What follows belongs to an exercise in optimizing a design on an open flow for small area; a production flow would make more cautious choices.
In this exercise RTL edits were held to simulation tests only and were not proved equivalent to the original.
The flow treats the clock pin as an ideal source. Dropping or thinning the clock tree relies on that and would not hold on a real chip.
Power and IR drop assume default switching activity.

==> run P <==
## basysConnections
module basysConnections(
    input clock,
    input reset,
    input [15:0] SW,
    input JC4,JC3,JC2,JC1,    
    input JC10,JC9,JC8,JC7,  
    input JB7, JB8,
    input JB1, 
    input JB3, JB4,  
    output JA8,JA7, 
    output JA4,JA3,JA2,JA1,  
    output [7:0] LED  
    );
    reg [3:0] tE;    
    reg [4:0] tF;    
    reg [4:0] tA;    
    reg [4:0] tK;    
    reg [5:0] cB;    
    wire eW = tE[3] & tE[0];                  
    wire fW = tF[4] & tF[3];                  
    wire aW = tA[4] & tA[1] & tA[0];          
    wire kW = tK[4] & tK[1] & tK[0];          
    wire bW = &cB[5:2] & cB[0];               
    always @(posedge clock) begin
        if (reset) begin
            tE <= 4'd0; tF <= 5'd0; tA <= 5'd0; tK <= 5'd0; cB <= 6'd0;
        end else begin
            tE <= eW ? 4'd0 : tE + 4'd1;
            if (eW) tF <= fW ? 5'd0 : tF + 5'd1;
            if (eW & fW) tA <= aW ? 5'd0 : tA + 5'd1;
            if (eW & fW & aW) tK <= kW ? 5'd0 : tK + 5'd1;
            cB <= bW ? 6'd0 : cB + 6'd1;
        end
    end
    wire a0    = (tA == 5'd0);
    wire u0    = a0 & (tF == 5'd0) & (tE == 4'd0);                         
    wire [1:0] q = tK[1:0];                  
    wire u_le23 = a0 & ((tF < 5'd2) | ((tF == 5'd2) & (tE < 4'd4)));       
    wire u_ge4998 = aW & fW & tE[3];                                       
    wire u_4999 = aW & fW & eW;                                            
    wire w_f0  = (q == 2'd0) & ~u_le23 & ~u_ge4998;                        
    wire w_f1  = ((q == 2'd0) & u_4999) | ((q == 2'd1) & ~u_ge4998);       
  ...
==> flow/config.mk <==
export PLATFORM = sky130hd
export DESIGN_NAME = basysConnections
export DESIGN_NICKNAME = basysConnections
export VERILOG_FILES = /design/flow/design.v
export SDC_FILE = /design/flow/constraint.sdc
export NUM_CORES = 4
export LEC_CHECK = 0
export CAP_MARGIN = 20
export CORE_MARGIN = 2
export CORE_UTILIZATION = 65
export SLEW_MARGIN = 20
==> flow/constraint.sdc <==
create_clock -name core_clock -period 10.0 [get_ports {clock}]
set_input_delay 2.0000 -clock core_clock [delete_from_list [all_inputs] [get_ports {clock}]]
set_output_delay 2.0000 -clock core_clock [all_outputs]
set_load 0.01 [all_outputs]
standard.sh (not shown) runs the stock make flow with config.mk's settings and CLKGATE_MAP_FILE= SYNTH_SCRIPT=/design/flow/synth_recipe.tcl, a recipe that flattens the netlist after the stock synthesis.
==> flow/flow/run.sh <==
#!/bin/bash
# Layout flow:
#  1. the standard synthesis (bash standard.sh synth), unchanged;
#  2. an area-oriented re-mapping of its combinational logic with ABC
#     (deepsyn with a few random seeds, the smallest result is kept); the
#     registers, their cells and instance names, are left as they are;
#  3. the standard ORFS floorplan and placement, with one-cell port buffers;
#  4. a two-level clock tree (flow/cts.tcl) in place of TritonCTS;
#  5. the standard ORFS routing and finishing.
# Every tool writes its full output to a log file of its own in this folder.
set -euo pipefail
W=$(pwd)
R=$W/orfs/results/$FLOW_PLATFORM/basysConnections/base
LIB=$FLOW_HOME/platforms/$FLOW_PLATFORM/lib/sky130_fd_sc_hd__tt_025C_1v80.lib
YOSYS=$FLOW_HOME/../tools/install/yosys/bin/yosys
command -v yosys >/dev/null 2>&1 && YOSYS=$(command -v yosys)

bash standard.sh synth > $W/1_synth_standard.log 2>&1
cp $R/1_2_yosys.v $W/1_2_yosys_standard.v

best=""; best_area=""
for seed in 0 7 13 42; do
  printf 'strash\n&get -n\n&deepsyn -T 30 -S %s\n&put\n&get -n\n&nf -a -p -R 1000\n&put\ntopo\n' $seed > $W/1_remap_s$seed.abc
  REMAP_LIB=$LIB REMAP_IN=$W/1_2_yosys_standard.v REMAP_OUT=$W/1_2_yosys_remap_s$seed.v \
  REMAP_ABC=$W/1_remap_s$seed.abc REMAP_STAT=$W/1_remap_stat_s$seed.txt \
    $YOSYS -c $W/flow/remap.tcl > $W/1_remap_s$seed.log 2>&1 &
done
wait
for seed in 0 7 13 42; do
  a=$(awk '/Chip area for module/ {print $NF}' $W/1_remap_stat_s$seed.txt || true)
  [[ -z "$a" ]] && continue
  if [[ -z "$best_area" ]] || awk -v a=$a -v b=$best_area 'BEGIN{exit !(a<b)}'; then
    best=$seed; best_area=$a
  fi
done
echo "remap: seed $best, area $best_area" > $W/1_remap_choice.txt
cp $W/1_2_yosys_remap_s$best.v $R/1_2_yosys.v

bash standard.sh "BUFFER_PORTS_ARGS=-buffer_cell sky130_fd_sc_hd__buf_1" place > $W/2_place.log 2>&1

RESULTS_DIR=$R LIB_FILES=$LIB PLATFORM_DIR=$FLOW_HOME/platforms/$FLOW_PLATFORM \
CTS_MAX_SINKS=18 CTS_LEAF_BUF=sky130_fd_sc_hd__clkbuf_8 CTS_ROOT_BUF=sky130_fd_sc_hd__clkbuf_4 \
CTS_CLOCK_NET=clock \
  openroad -no_init -exit $W/flow/cts.tcl > $W/3_cts.log 2>&1

bash standard.sh "BUFFER_PORTS_ARGS=-buffer_cell sky130_fd_sc_hd__buf_1" finish > $W/4_route_finish.log 2>&1
==> flow/flow/cts.tcl <==
# Clock tree: the clock port drives one root buffer, which drives one leaf
# buffer per cluster of at most CTS_MAX_SINKS flip-flops, placed at the
# cluster's centre. Clusters come from recursive bisection of the flip-flops'
# placement along the longer side.
set res $::env(RESULTS_DIR)
foreach lib $::env(LIB_FILES) { read_liberty $lib }
read_db $res/3_place.odb
read_sdc $res/3_place.sdc
source $::env(PLATFORM_DIR)/setRC.tcl
set cap $::env(CTS_MAX_SINKS)
set leaf_master $::env(CTS_LEAF_BUF)
set root_master $::env(CTS_ROOT_BUF)

set db [ord::get_db]
set block [ord::get_db_block]
set clk [$block findNet $::env(CTS_CLOCK_NET)]
$clk setSigType CLOCK

set sinks {}
foreach it [$clk getITerms] {
  set inst [$it getInst]
  set bb [$inst getBBox]
  lappend sinks [list $it [expr {([$bb xMin] + [$bb xMax]) / 2}] [expr {([$bb yMin] + [$bb yMax]) / 2}]]
}
set n [llength $sinks]
set k [expr {($n + $cap - 1) / $cap}]

proc split_groups {s k} {
  if {$k <= 1} { return [list $s] }
  set xs {}; set ys {}
  foreach e $s { lappend xs [lindex $e 1]; lappend ys [lindex $e 2] }
  set xs [lsort -integer $xs]; set ys [lsort -integer $ys]
  set dx [expr {[lindex $xs end] - [lindex $xs 0]}]
  set dy [expr {[lindex $ys end] - [lindex $ys 0]}]
  set idx [expr {$dx >= $dy ? 1 : 2}]
  set s [lsort -integer -index $idx $s]
  set k1 [expr {$k / 2}]
  set n1 [expr {([llength $s] * $k1 + $k / 2) / $k}]
  return [concat [split_groups [lrange $s 0 [expr {$n1 - 1}]] $k1] \
                 [split_groups [lrange $s $n1 end] [expr {$k - $k1}]]]
}
set groups [split_groups $sinks $k]

set lm [$db findMaster $leaf_master]
set rm [$db findMaster $root_master]
proc pin_of {inst name} { return [$inst findITerm $name] }

# root buffer at the centre of all sinks
set sx 0; set sy 0
foreach e $sinks { set sx [expr {$sx + [lindex $e 1]}]; set sy [expr {$sy + [lindex $e 2]}] }
set root [odb::dbInst_create $block $rm clkbuf_root]
$root setLocation [expr {$sx / $n}] [expr {$sy / $n}]
$root setPlacementStatus PLACED
[pin_of $root A] connect $clk
set rnet [odb::dbNet_create $block clknet_root]
$rnet setSigType CLOCK
[pin_of $root X] connect $rnet

set i 0
foreach g $groups {
  set gx 0; set gy 0
  foreach e $g { set gx [expr {$gx + [lindex $e 1]}]; set gy [expr {$gy + [lindex $e 2]}] }
  set m [llength $g]
  set b [odb::dbInst_create $block $lm clkbuf_leaf_$i]
  $b setLocation [expr {$gx / $m}] [expr {$gy / $m}]
  $b setPlacementStatus PLACED
  [pin_of $b A] connect $rnet
  set net [odb::dbNet_create $block clknet_leaf_$i]
  $net setSigType CLOCK
  [pin_of $b X] connect $net
  foreach e $g {
    set it [lindex $e 0]
    $it disconnect
    $it connect $net
  }
  puts "leaf $i: $m sinks"
  incr i
}

detailed_placement
check_placement -verbose
set_propagated_clock [all_clocks]
estimate_parasitics -placement
report_clock_skew
report_worst_slack -min
report_worst_slack -max
write_db $res/4_1_cts.odb
write_sdc $res/4_cts.sdc
==> flow/flow/remap.tcl <==
# Re-map the combinational logic of the standard synthesis for area.
# Registers (their cells and instance names) are kept as they are.
set lib $::env(REMAP_LIB)
set top $::env(FLOW_TOP)
yosys read_verilog $::env(REMAP_IN)
yosys read_liberty -ignore_miss_func $lib
yosys hierarchy -top $top
# keep every sequential cell as an instance; inline the combinational ones
foreach m [list sky130_fd_sc_hd__dfxtp_1 sky130_fd_sc_hd__dfxtp_2 sky130_fd_sc_hd__dfxtp_4 \
             sky130_fd_sc_hd__dfrtp_1 sky130_fd_sc_hd__dfstp_1 sky130_fd_sc_hd__dfxbp_1 \
             sky130_fd_sc_hd__edfxtp_1 sky130_fd_sc_hd__dfrtp_2 sky130_fd_sc_hd__dfrtp_4] {
  yosys setattr -mod -set keep_hierarchy 1 $m
}
yosys flatten
# nets named after the inlined cells' pins: let write_verilog number them
yosys rename -hide w:*.*
yosys opt -purge
yosys techmap
yosys opt -fast -purge
yosys abc -liberty $lib -script $::env(REMAP_ABC) \
  -dont_use sky130_fd_sc_hd__probe_p_8 -dont_use sky130_fd_sc_hd__probec_p_8 \
  -dont_use *lpflow*
yosys opt_clean -purge
yosys hilomap -singleton -hicell sky130_fd_sc_hd__conb_1 HI -locell sky130_fd_sc_hd__conb_1 LO
yosys splitnets
yosys insbuf -buf sky130_fd_sc_hd__buf_2 A X
yosys opt_clean -purge
yosys hierarchy -top $top
yosys select -module $top
yosys tee -o $::env(REMAP_STAT) stat -liberty $lib
yosys write_verilog -noattr -nohex -nodec -selected $::env(REMAP_OUT)
==> run C (differences from run P) <==
==> flow/flow/run.sh (replaced) <==
#!/bin/bash
# Layout flow: the standard synthesis, then an area-oriented re-mapping of
# its combinational logic (the registers, their cells and names, are kept),
# then the standard ORFS layout with one-cell port buffers and a clock
# tree built from small buffers without dummy loads.
set -euo pipefail
W=$(pwd)
R=$W/orfs/results/$FLOW_PLATFORM/basysConnections/base
YOSYS=$FLOW_HOME/../tools/install/yosys/bin/yosys
command -v yosys >/dev/null 2>&1 && YOSYS=$(command -v yosys)

bash standard.sh synth > $W/1_synth_standard.log 2>&1
cp $R/1_2_yosys.v $W/1_2_yosys_standard.v

REMAP_LIB=$FLOW_HOME/platforms/$FLOW_PLATFORM/lib/sky130_fd_sc_hd__tt_025C_1v80.lib \
REMAP_IN=$W/1_2_yosys_standard.v REMAP_OUT=$W/1_2_yosys_remap.v \
REMAP_ABC=$W/flow/area.abc REMAP_STAT=$W/1_remap_stat.txt \
  $YOSYS -c $W/flow/remap.tcl > $W/1_remap.log 2>&1
cp $W/1_2_yosys_remap.v $R/1_2_yosys.v

bash standard.sh \
  "BUFFER_PORTS_ARGS=-buffer_cell sky130_fd_sc_hd__buf_1" \
  "CTS_ARGS=-sink_clustering_enable -repair_clock_nets -dont_use_dummy_load -buf_list {sky130_fd_sc_hd__clkbuf_4 sky130_fd_sc_hd__clkbuf_8}" \
  finish > $W/2_layout.log 2>&1
==> flow/flow/area.abc (new file) <==
strash
&get -n
&deepsyn -T 30
&put
&get -n
&nf -a -p -R 1000
&put
topo
removed: flow/flow/cts.tcl
==> run R (differences from run P) <==
--- a/flow/flow/run.sh
+++ b/flow/flow/run.sh
@@ -4,3 +4,4 @@
 #  2. an area-oriented re-mapping of its combinational logic with ABC
-#     (deepsyn with a few random seeds, the smallest result is kept); the
+#     (deepsyn with a few random seeds, then mapping and don't-care resubstitution;
+#     the smallest result is kept); the
 #     registers, their cells and instance names, are left as they are;
@@ -22,3 +23,3 @@
 for seed in 0 7 13 42; do
-  printf 'strash\n&get -n\n&deepsyn -T 30 -S %s\n&put\n&get -n\n&nf -a -p -R 1000\n&put\ntopo\n' $seed > $W/1_remap_s$seed.abc
+  printf 'strash\n&get -n\n&deepsyn -T 30 -S %s\n&put\n&get -n\n&nf -a -p -R 1000\n&put\nmfs3 -ae -H 8 -K 8 -R 4\nmfs3 -aer -H 8\ntopo\n' $seed > $W/1_remap_s$seed.abc
   REMAP_LIB=$LIB REMAP_IN=$W/1_2_yosys_standard.v REMAP_OUT=$W/1_2_yosys_remap_s$seed.v \
==> results.txt <==
Invs w/o clock: 15
Power Sequential: 0.000527 W
Worst Max-Slew Pin Slew: 934 ps
Hold path start: st1[1]$_DFF_P_
Final setup margin: 4640 ps
Combinational power share: 5.3%
Status: complete, no violations
Initial DRC Count: 273
Final min period: 5360 ps
Fin Hold WS: 337 ps
# the run above: run P

==> results.txt <==
Status: complete, no violations
Final setup margin: 4590 ps
Worst Max-Slew Pin Slew: 956 ps
Final min period: 5410 ps
Hold path start: st3[2]$_DFF_P_
Initial DRC Count: 246
Invs w/o clock: 15
Combinational power share: 4.7%
Net Switching: 0.000188 W
Power Sequential: 0.000528 W
Fin Hold WS: 318 ps
# the run above: run C

==> results.txt <==
Status: complete, no violations
Met2 Use GR: 44.8%
Final min period: 5020 ps
Switching share of power: 22.4%
Combinational power share: 5.3%
Fraction of area in multi-input gates: 43.8%
Invs w/o clock: 16
Ys Warns: 1
Initial antenna violation count: 0
Final setup margin: 4980 ps
Metal-1 WL: 4.64 mm
Fin crit share: 50.2%
Worst Max-Slew Pin Slew: 930 ps
Multi-input logic area: 2330 sq um
Global-route wire length before repair: 17.6 mm
Fin Hold WS: 335 ps
Initial DRC Count: 223
Power Sequential: 0.000528 W
# the run above: run R

The clock cells of run P and run R come from the design's own scripts or RTL, not from TritonCTS.

what the ideal ports hide:
The results above use ideal ports. As a check the final layouts listed here were re-extracted and re-timed, cells and wires unchanged. Step 1 assumes that a clkbuf_16 drives the clock port and a buf_2 every other input. Step 2 also shifts input and output timing later by t, the mid clock arrival at the registers, as if the neighbouring blocks saw the same clock. Slacks: no drivers / after step 1 / after step 2; pairs: no drivers / after step 1.
run | shift t [ns] | setup slack, ns | clock arrival spread, ns
run P | 0.471 | 4.636 / 4.636 / 4.636 | 0.014 / 0.014
run C | 0.429 | 4.594 / 4.594 / 4.594 | 0.034 / 0.034
run R | 0.484 | 4.981 / 4.981 / 4.981 | 0.012 / 0.012
After both steps setup and hold are still met in every run listed.
